Background: an optimization exercise with open tools, aiming at small area, a short achievable clock period and few clock cycles. Do not read the settings as production practice.
At most, simulation tests tie the RTL to the original design; equivalence was not proved.
Power figures rest on the tool's default switching activity, not on a simulated workload.

## rev 12
==> module ECE564MyDesign, before the edit <==
module ECE564MyDesign
	    (
            input  wire               xxx__dut__run            ,
            output reg                dut__xxx__busy           ,
            input  wire               clk                      ,
            input  wire               reset_b                  ,
            output reg  [11:0]        dut__sram__write_address  ,
            output reg  [15:0]        dut__sram__write_data     ,
            output reg                dut__sram__write_enable   ,
            output wire [11:0]        dut__sram__read_address   ,
            input  wire [15:0]        sram__dut__read_data      ,
            output wire [11:0]        dut__gmem__read_address   ,
            input  wire [15:0]        gmem__dut__read_data      ,
            output wire [11:0]        dut__tanhmem__read_address     ,
            input  wire [15:0]        tanhmem__dut__read_data
            );
function [71:0] csa;
	input [35:0] x, y, z;
	begin
		csa = {(x & y) | (x & z) | (y & z), x ^ y ^ z};
	end
endfunction
function [23:0] brec;
	input [15:0] y;
	integer k;
	reg [2:0] d;
	begin
		for (k = 0; k < 8; k = k + 1) begin
			d = (k == 0) ? {y[1:0], 1'b0} : y[2*k-1 +: 3];
			brec[k]      = d[1] ^ d[0];
			brec[8 + k]  = (d == 3'b011) | (d == 3'b100);
			brec[16 + k] = d[2] & ~(d[1] & d[0]);
		end
	end
endfunction
function [71:0] booth8;
	input [15:0] x;
	input [23:0] yr;
	integer k;
	reg [7:0]  ng;
	reg [16:0] mag, pk;
	reg [35:0] r0, r1, r2, r3, r4, r5, r6, r7, r8, rk;
	reg [71:0] a1, a2, a3, b1, b2, c1, e1;
	begin
		ng = yr[23:16];
		for (k = 0; k < 8; k = k + 1) begin
			mag = ({x[15], x} & {17{yr[k]}}) | ({x, 1'b0} & {17{yr[8 + k]}});
			pk = mag ^ {17{ng[k]}};
			rk = {19'd0, ~pk[16], pk[15:0]} << (2*k);
			if (k > 0)
				rk = rk | ({35'd0, ng[k-1]} << (2*k-2));
			case (k)
				0: r0 = rk;  1: r1 = rk;  2: r2 = rk;  3: r3 = rk;
				4: r4 = rk;  5: r5 = rk;  6: r6 = rk;  default: r7 = rk;
			endcase
		end
		r8 = 36'hFAAAB0000 | {21'd0, ng[7], 14'd0};
		a1 = csa(r0, r1, r2);
		a2 = csa(r3, r4, r5);
		a3 = csa(r6, r7, r8);
		b1 = csa(a1[35:0], {a1[70:36], 1'b0}, a2[35:0]);
		b2 = csa({a2[70:36], 1'b0}, a3[35:0], {a3[70:36], 1'b0});
		c1 = csa(b1[35:0], {b1[70:36], 1'b0}, b2[35:0]);
		e1 = csa(c1[35:0], {c1[70:36], 1'b0}, {b2[70:36], 1'b0});
		booth8 = {e1[70:36], 1'b0, e1[35:0]};
	end
endfunction
reg  [12:0] n;
wire [3:0]  p = n[3:0];
wire [8:0]  q = n[12:4];
always @(posedge clk)
	if (!reset_b)
		n <= 13'd0;
	else
		n <= (n + 13'd1) & {13{xxx__dut__run | dut__xxx__busy}};
assign dut__sram__read_address = {3'b000, n[11:8], n[3:0], 1'b0};
assign dut__gmem__read_address = {3'b000, n[7:4],  n[3:0], 1'b0};
reg ph_first, ph_cap, ph_up, ph_tl, ph_tu, ph_ld, ph_step;
always @(posedge clk) begin
	ph_first <= (p == 4'd2);                
	ph_cap   <= (p == 4'd2) & dut__xxx__busy;    
	ph_up    <= (p == 4'd3);
	ph_tl    <= (p == 4'd4);
	ph_tu    <= (p == 4'd5);
	ph_ld    <= (p == 4'd6);
	ph_step  <= p[3] | (p == 4'd7);
end
reg [15:0] xr;
reg [23:0] gr;                           
always @(posedge clk) begin
	xr <= sram__dut__read_data;
	gr <= brec(gmem__dut__read_data);
end
reg  [35:0] ms, mc;
reg  [35:0] acc;
always @(posedge clk) begin
	{mc, ms} <= booth8(xr, gr);
	acc <= (ph_first ? 36'd0 : acc) + ms + mc;
end
wire        s   = acc[35];
wire [35:0] Ap  = acc ^ {36{s}};
wire        sat = (|Ap[35:32]) | (s & (&Ap[31:0]));
reg         neg, sat_r;
reg  [23:0] F;
reg  [8:0]  taddr;
reg  [15:0] tL;
assign dut__tanhmem__read_address = {2'b00, taddr, 1'b0};
always @(posedge clk) begin
	if (ph_cap) begin
		neg   <= acc[35];
		sat_r <= sat;
		F     <= Ap[23:0];
		taddr <= sat ? 9'd255 : {1'b0, Ap[31:24]};
	end
	if (ph_up && !sat_r)
		taddr <= taddr + 9'd1;
	if (ph_tl)
		tL <= tanhmem__dut__read_data;
end
reg  [18:0] Dsh;
reg  [24:0] H;
reg  [2:0]  bd;
wire [24:0] mg0 = bd[1] ? {F, 1'b0} : bd[0] ? {1'b0, F} : 25'd0;
wire [27:0] T   = {{2{H[24]}}, H, bd[2]} + {({2'd0, mg0} ^ {27{bd[2]}}), bd[2]};
wire [17:0] D1  = {2'b00, Dsh[16:1]} + {2'b11, ~tL};           
wire [2:0]  dn  = ph_ld ? {D1[1:0], 1'b1} : Dsh[4:2];        
always @(posedge clk) begin
	if (ph_tu) begin
		Dsh <= {2'b00, tanhmem__dut__read_data, 1'b0};       
	end else if (ph_ld) begin
		Dsh <= {D1, 1'b1};
		H   <= {{7{D1[17]}}, D1} & {25{neg}};
	end else if (ph_step) begin
		Dsh <= {{2{Dsh[18]}}, Dsh[18:2]};
		H   <= T[27:3];
	end
	if (ph_ld | ph_step)
		bd <= {dn[2] & ~(dn[1] & dn[0]), (dn == 3'b011) | (dn == 3'b100), dn[1] ^ dn[0]};
end
wire [15:0] R = (tL + H[21:6]) ^ {16{neg}};
always @(posedge clk) begin
	if (!reset_b) begin
		dut__xxx__busy          <= 1'b0;
		dut__sram__write_enable <= 1'b0;
	end else begin
		if (xxx__dut__run)
			dut__xxx__busy <= 1'b1;
		else if (q == 9'd257 && p == 4'd2)
			dut__xxx__busy <= 1'b0;
		dut__sram__write_enable <= dut__xxx__busy && p == 4'd1 && q >= 9'd2 && q <= 9'd257;
	end
	dut__sram__write_data    <= R;
	dut__sram__write_address <= {3'b001, q[7:0] - 8'd2, 1'b0};
end
endmodule
==> flow/config.mk <==
export PLATFORM = sky130hd
export DESIGN_NAME = ECE564MyDesign
export DESIGN_NICKNAME = ECE564MyDesign
export VERILOG_FILES = /design/flow/design.v
export SDC_FILE = /design/flow/constraint.sdc
export NUM_CORES = 4
export LEC_CHECK = 0
export ABC_CLOCK_PERIOD_IN_PS = 3500
export CAP_MARGIN = 20
export CORE_MARGIN = 2
export CORE_UTILIZATION = 60
export CTS_BUF_LIST = sky130_fd_sc_hd__clkbuf_8 sky130_fd_sc_hd__clkbuf_16
export CTS_CLUSTER_DIAMETER = 100
export CTS_CLUSTER_SIZE = 18
export SLEW_MARGIN = 20
==> flow/constraint.sdc <==
create_clock -name core_clock -period 11.0 [get_ports {clk}]
set_input_delay 2.2000 -clock core_clock [delete_from_list [all_inputs] [get_ports {clk}]]
set_output_delay 2.2000 -clock core_clock [all_outputs]
set_load 0.01 [all_outputs]
standard.sh (not shown) runs the stock make flow with config.mk's settings and CLKGATE_MAP_FILE= SYNTH_SCRIPT=/design/flow/synth_recipe.tcl, a recipe that flattens the netlist after the stock synthesis.
==> flow/flow/run.sh <==
#!/bin/bash
# Standard layout (the standard.sh, the design's constraint.sdc), with
#  - the port buffers made with the smallest plain buffer.
set -euo pipefail
bash standard.sh SETUP_SLACK_MARGIN=7 \
  "BUFFER_PORTS_ARGS=-buffer_cell sky130_fd_sc_hd__buf_1" \
  finish > flow_standard.log 2>&1
Testbench counts of rev 12, summed over its fixed seeds: cycles 98,784.
--- input diff rev 12..rev 13 ---
--- a/flow/design.v
+++ b/flow/design.v
@@ -18,35 +18,28 @@
 	input [35:0] x, y, z;
 	begin
 		csa = {(x & y) | (x & z) | (y & z), x ^ y ^ z};
 	end
 endfunction
-function [23:0] brec;
+function [71:0] booth8;
+	input [15:0] x;
 	input [15:0] y;
 	integer k;
-	reg [2:0] d;
-	begin
-		for (k = 0; k < 8; k = k + 1) begin
-			d = (k == 0) ? {y[1:0], 1'b0} : y[2*k-1 +: 3];
-			brec[k]      = d[1] ^ d[0];
-			brec[8 + k]  = (d == 3'b011) | (d == 3'b100);
-			brec[16 + k] = d[2] & ~(d[1] & d[0]);
-		end
-	end
-endfunction
-function [71:0] booth8;
-	input [15:0] x;
-	input [23:0] yr;
-	integer k;
+	reg [2:0]  d;
 	reg [7:0]  ng;
 	reg [16:0] mag, pk;
 	reg [35:0] r0, r1, r2, r3, r4, r5, r6, r7, r8, rk;
 	reg [71:0] a1, a2, a3, b1, b2, c1, e1;
 	begin
-		ng = yr[23:16];
 		for (k = 0; k < 8; k = k + 1) begin
-			mag = ({x[15], x} & {17{yr[k]}}) | ({x, 1'b0} & {17{yr[8 + k]}});
+			d  = (k == 0) ? {y[1:0], 1'b0} : y[2*k-1 +: 3];
+			ng[k] = d[2] & ~(d[1] & d[0]);
+			case (d)
+				3'b001, 3'b010, 3'b101, 3'b110: mag = {x[15], x};
+				3'b011, 3'b100:                 mag = {x, 1'b0};
+				default:                        mag = 17'd0;
+			endcase
 			pk = mag ^ {17{ng[k]}};
 			rk = {19'd0, ~pk[16], pk[15:0]} << (2*k);
 			if (k > 0)
 				rk = rk | ({35'd0, ng[k-1]} << (2*k-2));
 			case (k)
@@ -76,22 +69,21 @@
 assign dut__sram__read_address = {3'b000, n[11:8], n[3:0], 1'b0};
 assign dut__gmem__read_address = {3'b000, n[7:4],  n[3:0], 1'b0};
 reg ph_first, ph_cap, ph_up, ph_tl, ph_tu, ph_ld, ph_step;
 always @(posedge clk) begin
 	ph_first <= (p == 4'd2);                
-	ph_cap   <= (p == 4'd2) & dut__xxx__busy;    
+	ph_cap   <= (p == 4'd2);                
 	ph_up    <= (p == 4'd3);
 	ph_tl    <= (p == 4'd4);
 	ph_tu    <= (p == 4'd5);
 	ph_ld    <= (p == 4'd6);
 	ph_step  <= p[3] | (p == 4'd7);
 end
-reg [15:0] xr;
-reg [23:0] gr;                           
+reg [15:0] xr, gr;
 always @(posedge clk) begin
 	xr <= sram__dut__read_data;
-	gr <= brec(gmem__dut__read_data);
+	gr <= gmem__dut__read_data;
 end
 reg  [35:0] ms, mc;
 reg  [35:0] acc;
 always @(posedge clk) begin
 	{mc, ms} <= booth8(xr, gr);
Findings:
Non-clock buffer count grows by a few percent when moving from rev 12 to rev 13. For final wirelength, rev 13 and rev 12 come out practically identical. Global-route wire length before repair of rev 12 is on par with rev 13. Delta (rev 13 minus rev 12): fraction of cell area in non-clock buffers went up, via count decreased 191, die area went down, number of resized instances in the post-cts repair step increased by 7 relative to the old numbers, combinational fraction of design power has remained practically unchanged. Rev 12 -> rev 13: number of global-route vias before repair decreased slightly.
Testbench counts of rev 13, summed over its fixed seeds: cycles 98,784.


Setup of v6:
Another version of the RTL of ECE564MyDesign (not shown whole).
Size: ~2100 cells after synthesis, ~270 flip-flops, about 120 I/O pins, roughly 0.021 sq mm of cells after synthesis.
==> module ECE564MyDesign, before the edit <==
module ECE564MyDesign
	    (
            input  wire               xxx__dut__run            ,
            output reg                dut__xxx__busy           ,
            input  wire               clk                      ,
            input  wire               reset_b                  ,
            output reg  [11:0]        dut__sram__write_address  ,
            output reg  [15:0]        dut__sram__write_data     ,
            output reg                dut__sram__write_enable   ,
            output wire [11:0]        dut__sram__read_address   ,
            input  wire [15:0]        sram__dut__read_data      ,
            output wire [11:0]        dut__gmem__read_address   ,
            input  wire [15:0]        gmem__dut__read_data      ,
            output wire [11:0]        dut__tanhmem__read_address     ,
            input  wire [15:0]        tanhmem__dut__read_data
            );
function [71:0] csa;
	input [35:0] x, y, z;
	begin
		csa = {(x & y) | (x & z) | (y & z), x ^ y ^ z};
	end
endfunction
function [71:0] booth8;
	input [15:0] x;
	input [15:0] y;
	integer k;
	reg [2:0]  d;
	reg [7:0]  ng;
	reg [16:0] mag, pk;
	reg [35:0] r0, r1, r2, r3, r4, r5, r6, r7, r8, rk;
	reg [71:0] a1, a2, a3, b1, b2, c1, e1;
	begin
		for (k = 0; k < 8; k = k + 1) begin
			d  = (k == 0) ? {y[1:0], 1'b0} : y[2*k-1 +: 3];
			ng[k] = d[2] & ~(d[1] & d[0]);
			case (d)
				3'b001, 3'b010, 3'b101, 3'b110: mag = {x[15], x};
				3'b011, 3'b100:                 mag = {x, 1'b0};
				default:                        mag = 17'd0;
			endcase
			pk = mag ^ {17{ng[k]}};
			rk = {19'd0, ~pk[16], pk[15:0]} << (2*k);
			if (k > 0)
				rk = rk | ({35'd0, ng[k-1]} << (2*k-2));
			case (k)
				0: r0 = rk;  1: r1 = rk;  2: r2 = rk;  3: r3 = rk;
				4: r4 = rk;  5: r5 = rk;  6: r6 = rk;  default: r7 = rk;
			endcase
		end
		r8 = 36'hFAAAB0000 | {21'd0, ng[7], 14'd0};
		a1 = csa(r0, r1, r2);
		a2 = csa(r3, r4, r5);
		a3 = csa(r6, r7, r8);
		b1 = csa(a1[35:0], {a1[70:36], 1'b0}, a2[35:0]);
		b2 = csa({a2[70:36], 1'b0}, a3[35:0], {a3[70:36], 1'b0});
		c1 = csa(b1[35:0], {b1[70:36], 1'b0}, b2[35:0]);
		e1 = csa(c1[35:0], {c1[70:36], 1'b0}, {b2[70:36], 1'b0});
		booth8 = {e1[70:36], 1'b0, e1[35:0]};
	end
endfunction
reg  [12:0] n;
wire [3:0]  p = n[3:0];
wire [8:0]  q = n[12:4];
always @(posedge clk)
	if (!reset_b)
		n <= 13'd0;
	else
		n <= (n + 13'd1) & {13{xxx__dut__run | dut__xxx__busy}};
assign dut__sram__read_address = {3'b000, n[11:8], n[3:0], 1'b0};
assign dut__gmem__read_address = {3'b000, n[7:4],  n[3:0], 1'b0};
reg ph_first, ph_cap, ph_up, ph_tl, ph_tu, ph_ld, ph_step;
always @(posedge clk) begin
	ph_first <= (p == 4'd2);                
	ph_cap   <= (p == 4'd2);                
	ph_up    <= (p == 4'd3);
	ph_tl    <= (p == 4'd4);
	ph_tu    <= (p == 4'd5);
	ph_ld    <= (p == 4'd6);
	ph_step  <= p[3] | (p == 4'd7);
end
reg [15:0] xr, gr;
always @(posedge clk) begin
	xr <= sram__dut__read_data;
	gr <= gmem__dut__read_data;
end
reg  [35:0] ms, mc;
reg  [35:0] acc;
always @(posedge clk) begin
	{mc, ms} <= booth8(xr, gr);
	acc <= (ph_first ? 36'd0 : acc) + ms + mc;
end
wire        s   = acc[35];
wire [35:0] Ap  = acc ^ {36{s}};
wire        sat = (|Ap[35:32]) | (s & (&Ap[31:0]));
reg         neg, sat_r;
reg  [23:0] F;
reg  [8:0]  taddr;
reg  [15:0] tL;
assign dut__tanhmem__read_address = {2'b00, taddr, 1'b0};
always @(posedge clk) begin
	if (ph_cap) begin
		neg   <= acc[35];
		sat_r <= sat;
		F     <= Ap[23:0];
		taddr <= sat ? 9'd255 : {1'b0, Ap[31:24]};
	end
	if (ph_up && !sat_r)
		taddr <= taddr + 9'd1;
	if (ph_tl)
		tL <= tanhmem__dut__read_data;
end
reg  [18:0] Dsh;
reg  [24:0] H;
reg         sticky;
wire        ng0 = Dsh[2] & ~(Dsh[1] & Dsh[0]);
wire [24:0] mg0 = (Dsh[2:0] == 3'b011 || Dsh[2:0] == 3'b100) ? {F, 1'b0} :
                  (Dsh[1] ^ Dsh[0]) ? {1'b0, F} : 25'd0;
wire [26:0] T   = {{2{H[24]}}, H} + ({2'd0, mg0} ^ {27{ng0}}) + {26'd0, ng0};
wire [18:0] D2  = {2'b00, Dsh[16:1], 1'b0} - {2'b00, tL, 1'b0};
always @(posedge clk) begin
	if (ph_tu) begin
		Dsh    <= {2'b00, tanhmem__dut__read_data, 1'b0};    
	end else if (ph_ld) begin
		Dsh    <= D2;
		H      <= {{7{D2[18]}}, D2[18:1]} & {25{neg}};
		sticky <= 1'b0;
	end else if (ph_step) begin
		Dsh    <= {{2{Dsh[18]}}, Dsh[18:2]};
		H      <= T[26:2];
		sticky <= sticky | (|T[1:0]);
	end
end
wire        st = sticky | (|H[5:0]);
wire [15:0] R  = (tL + H[21:6] + {16{neg & ~st}}) ^ {16{neg}};
always @(posedge clk) begin
	if (!reset_b) begin
		dut__xxx__busy          <= 1'b0;
		dut__sram__write_enable <= 1'b0;
	end else begin
		if (xxx__dut__run)
			dut__xxx__busy <= 1'b1;
		else if (q == 9'd257 && p == 4'd2)
			dut__xxx__busy <= 1'b0;
		dut__sram__write_enable <= dut__xxx__busy && p == 4'd1 && q >= 9'd2 && q <= 9'd257;
	end
	dut__sram__write_data    <= R;
	dut__sram__write_address <= {3'b001, q[7:0] - 8'd2, 1'b0};
end
endmodule
export LEC_CHECK = 0
export ABC_CLOCK_PERIOD_IN_PS = 3500
export CAP_MARGIN = 20
export CORE_MARGIN = 2
export CORE_UTILIZATION = 40
export CTS_BUF_LIST = sky130_fd_sc_hd__clkbuf_4 sky130_fd_sc_hd__clkbuf_8
export SLEW_MARGIN = 20
create_clock -name core_clock -period 11.0 [get_ports {clk}]
Scripts as last shown in full above: flow/flow/run.sh
## Diff of input files: v7 against v6
-- flow/design.v --
<<< v6, line 69
assign dut__sram__read_address = {3'b000, n[11:8], n[3:0], 1'b0};
assign dut__gmem__read_address = {3'b000, n[7:4],  n[3:0], 1'b0};
reg ph_first, ph_cap, ph_up, ph_tl, ph_tu, ph_ld, ph_step;
always @(posedge clk) begin
	ph_first <= (p == 4'd2);                
>>> v7, line 69
assign dut__sram__read_address = {3'b000, n[11:8], n[3:0], 1'b0};
assign dut__gmem__read_address = {3'b000, n[7:4],  n[3:0], 1'b0};
reg ph_first, ph_cap, ph_up, ph_tl, ph_ld, ph_step;
always @(posedge clk) begin
	ph_first <= (p == 4'd2);                
<<< v6, line 75
	ph_up    <= (p == 4'd3);
	ph_tl    <= (p == 4'd4);
	ph_tu    <= (p == 4'd5);
	ph_ld    <= (p == 4'd6);
	ph_step  <= p[3] | (p == 4'd7);
end
reg [15:0] xr, gr;
>>> v7, line 75
	ph_up    <= (p == 4'd3);
	ph_tl    <= (p == 4'd4);
	ph_ld    <= (p == 4'd5);
	ph_step  <= (p >= 4'd6) & (p != 4'd15);
end
reg [15:0] xr, gr;
<<< v6, line 90
	acc <= (ph_first ? 36'd0 : acc) + ms + mc;
end
wire        s   = acc[35];
wire [35:0] Ap  = acc ^ {36{s}};
wire        sat = (|Ap[35:32]) | (s & (&Ap[31:0]));
reg         neg, sat_r;
reg  [23:0] F;
>>> v7, line 89
	acc <= (ph_first ? 36'd0 : acc) + ms + mc;
end
wire [35:0] A   = acc[35] ? (36'd0 - acc) : acc;
wire        sat = |A[35:32];
reg         neg, sat_r;
reg  [23:0] F;
<<< v6, line 102
		neg   <= acc[35];
		sat_r <= sat;
		F     <= Ap[23:0];
		taddr <= sat ? 9'd255 : {1'b0, Ap[31:24]};
	end
	if (ph_up && !sat_r)
>>> v7, line 100
		neg   <= acc[35];
		sat_r <= sat;
		F     <= A[23:0];
		taddr <= sat ? 9'd255 : {1'b0, A[31:24]};
	end
	if (ph_up && !sat_r)
<<< v6, line 117
                  (Dsh[1] ^ Dsh[0]) ? {1'b0, F} : 25'd0;
wire [26:0] T   = {{2{H[24]}}, H} + ({2'd0, mg0} ^ {27{ng0}}) + {26'd0, ng0};
wire [18:0] D2  = {2'b00, Dsh[16:1], 1'b0} - {2'b00, tL, 1'b0};
always @(posedge clk) begin
	if (ph_tu) begin
		Dsh    <= {2'b00, tanhmem__dut__read_data, 1'b0};    
	end else if (ph_ld) begin
		Dsh    <= D2;
		H      <= {{7{D2[18]}}, D2[18:1]} & {25{neg}};
		sticky <= 1'b0;
	end else if (ph_step) begin
>>> v7, line 115
                  (Dsh[1] ^ Dsh[0]) ? {1'b0, F} : 25'd0;
wire [26:0] T   = {{2{H[24]}}, H} + ({2'd0, mg0} ^ {27{ng0}}) + {26'd0, ng0};
always @(posedge clk) begin
	if (ph_ld) begin
		Dsh    <= {2'b00, tanhmem__dut__read_data, 1'b0} - {2'b00, tL, 1'b0};
		H      <= 25'd0;
		sticky <= 1'b0;
	end else if (ph_step) begin
<<< v6, line 140
		if (xxx__dut__run)
			dut__xxx__busy <= 1'b1;
		else if (q == 9'd257 && p == 4'd2)
			dut__xxx__busy <= 1'b0;
		dut__sram__write_enable <= dut__xxx__busy && p == 4'd1 && q >= 9'd2 && q <= 9'd257;
	end
	dut__sram__write_data    <= R;
>>> v7, line 135
		if (xxx__dut__run)
			dut__xxx__busy <= 1'b1;
		else if (q == 9'd257 && p == 4'd1)
			dut__xxx__busy <= 1'b0;
		dut__sram__write_enable <= dut__xxx__busy && p == 4'd0 && q >= 9'd2 && q <= 9'd257;
	end
	dut__sram__write_data    <= R;
## What came out
- The count of cells along the worst register-to-register path in v7 was higher than what v6 gave.
- Of v7 and v6, the higher share of the cycle needed by the critical path after routing belongs to v7.
- Between v6 and v7, the flow reports total power increasing by a few percent.
- Compared with v6, v7 shows post-route minimum period higher by 0.24 ns.
- On v7: non-clock inverter instance count of the final layout is 12 lower than what v6 gave.
- Looking at v7 and v6, the fraction of standard cell area in multi-input logic is a wash.
- As far as starting density of the core is concerned, v6 and v7 perform about the same.
- v7 vs. v6: routing usage on met3 stayed essentially flat; sequential cell area share fell by 1.0 points; routed wire length per instance fell by about 6%; xor and xnor fraction of the mapped netlist area rose by 0.56 points.
No run of this note included a check of the RTL's function; only the layout flow was run.

## separate check: timing with driven ports
The flow's constraints put no driver on any port. The routed layouts listed below were extracted and timed again, unchanged, in two steps. Step 1 (the two cells are an assumption about what drives the block):
set clk [get_ports {clk}]
set_driving_cell -lib_cell sky130_fd_sc_hd__clkbuf_16 $clk
set_driving_cell -lib_cell sky130_fd_sc_hd__buf_2 [delete_from_list [all_inputs] $clk]
Step 2 adds t to the input delays and takes it off the output delays; t is the mean of the earliest and latest rising clock arrival at the registers after step 1. Input paths then give back, and output paths get back, about the clock's delay inside the block. a / b / c = ideal / step 1 / step 2; a / b = the first two.
run	t, ns	slack for setup (ns)	worst setup path at the end	clock arrival spread, ns	cell pins on the clock port's net
rev 12	0.566	7.199 / 7.199 / 7.199	register to register	0.030 / 0.030	1
rev 13	0.573	7.151 / 7.151 / 7.151	register to register	0.018 / 0.018	1
v6	0.654	7.141 / 7.141 / 7.141	register to register	0.028 / 0.028	1
v7	0.682	6.905 / 6.915 / 6.233	input to register	0.048 / 0.048	1
After both steps setup and hold are still met in every run listed. The setup slack of v7, which loses most, moves by +0.010 ns with the drivers and by -0.672 ns with both steps.
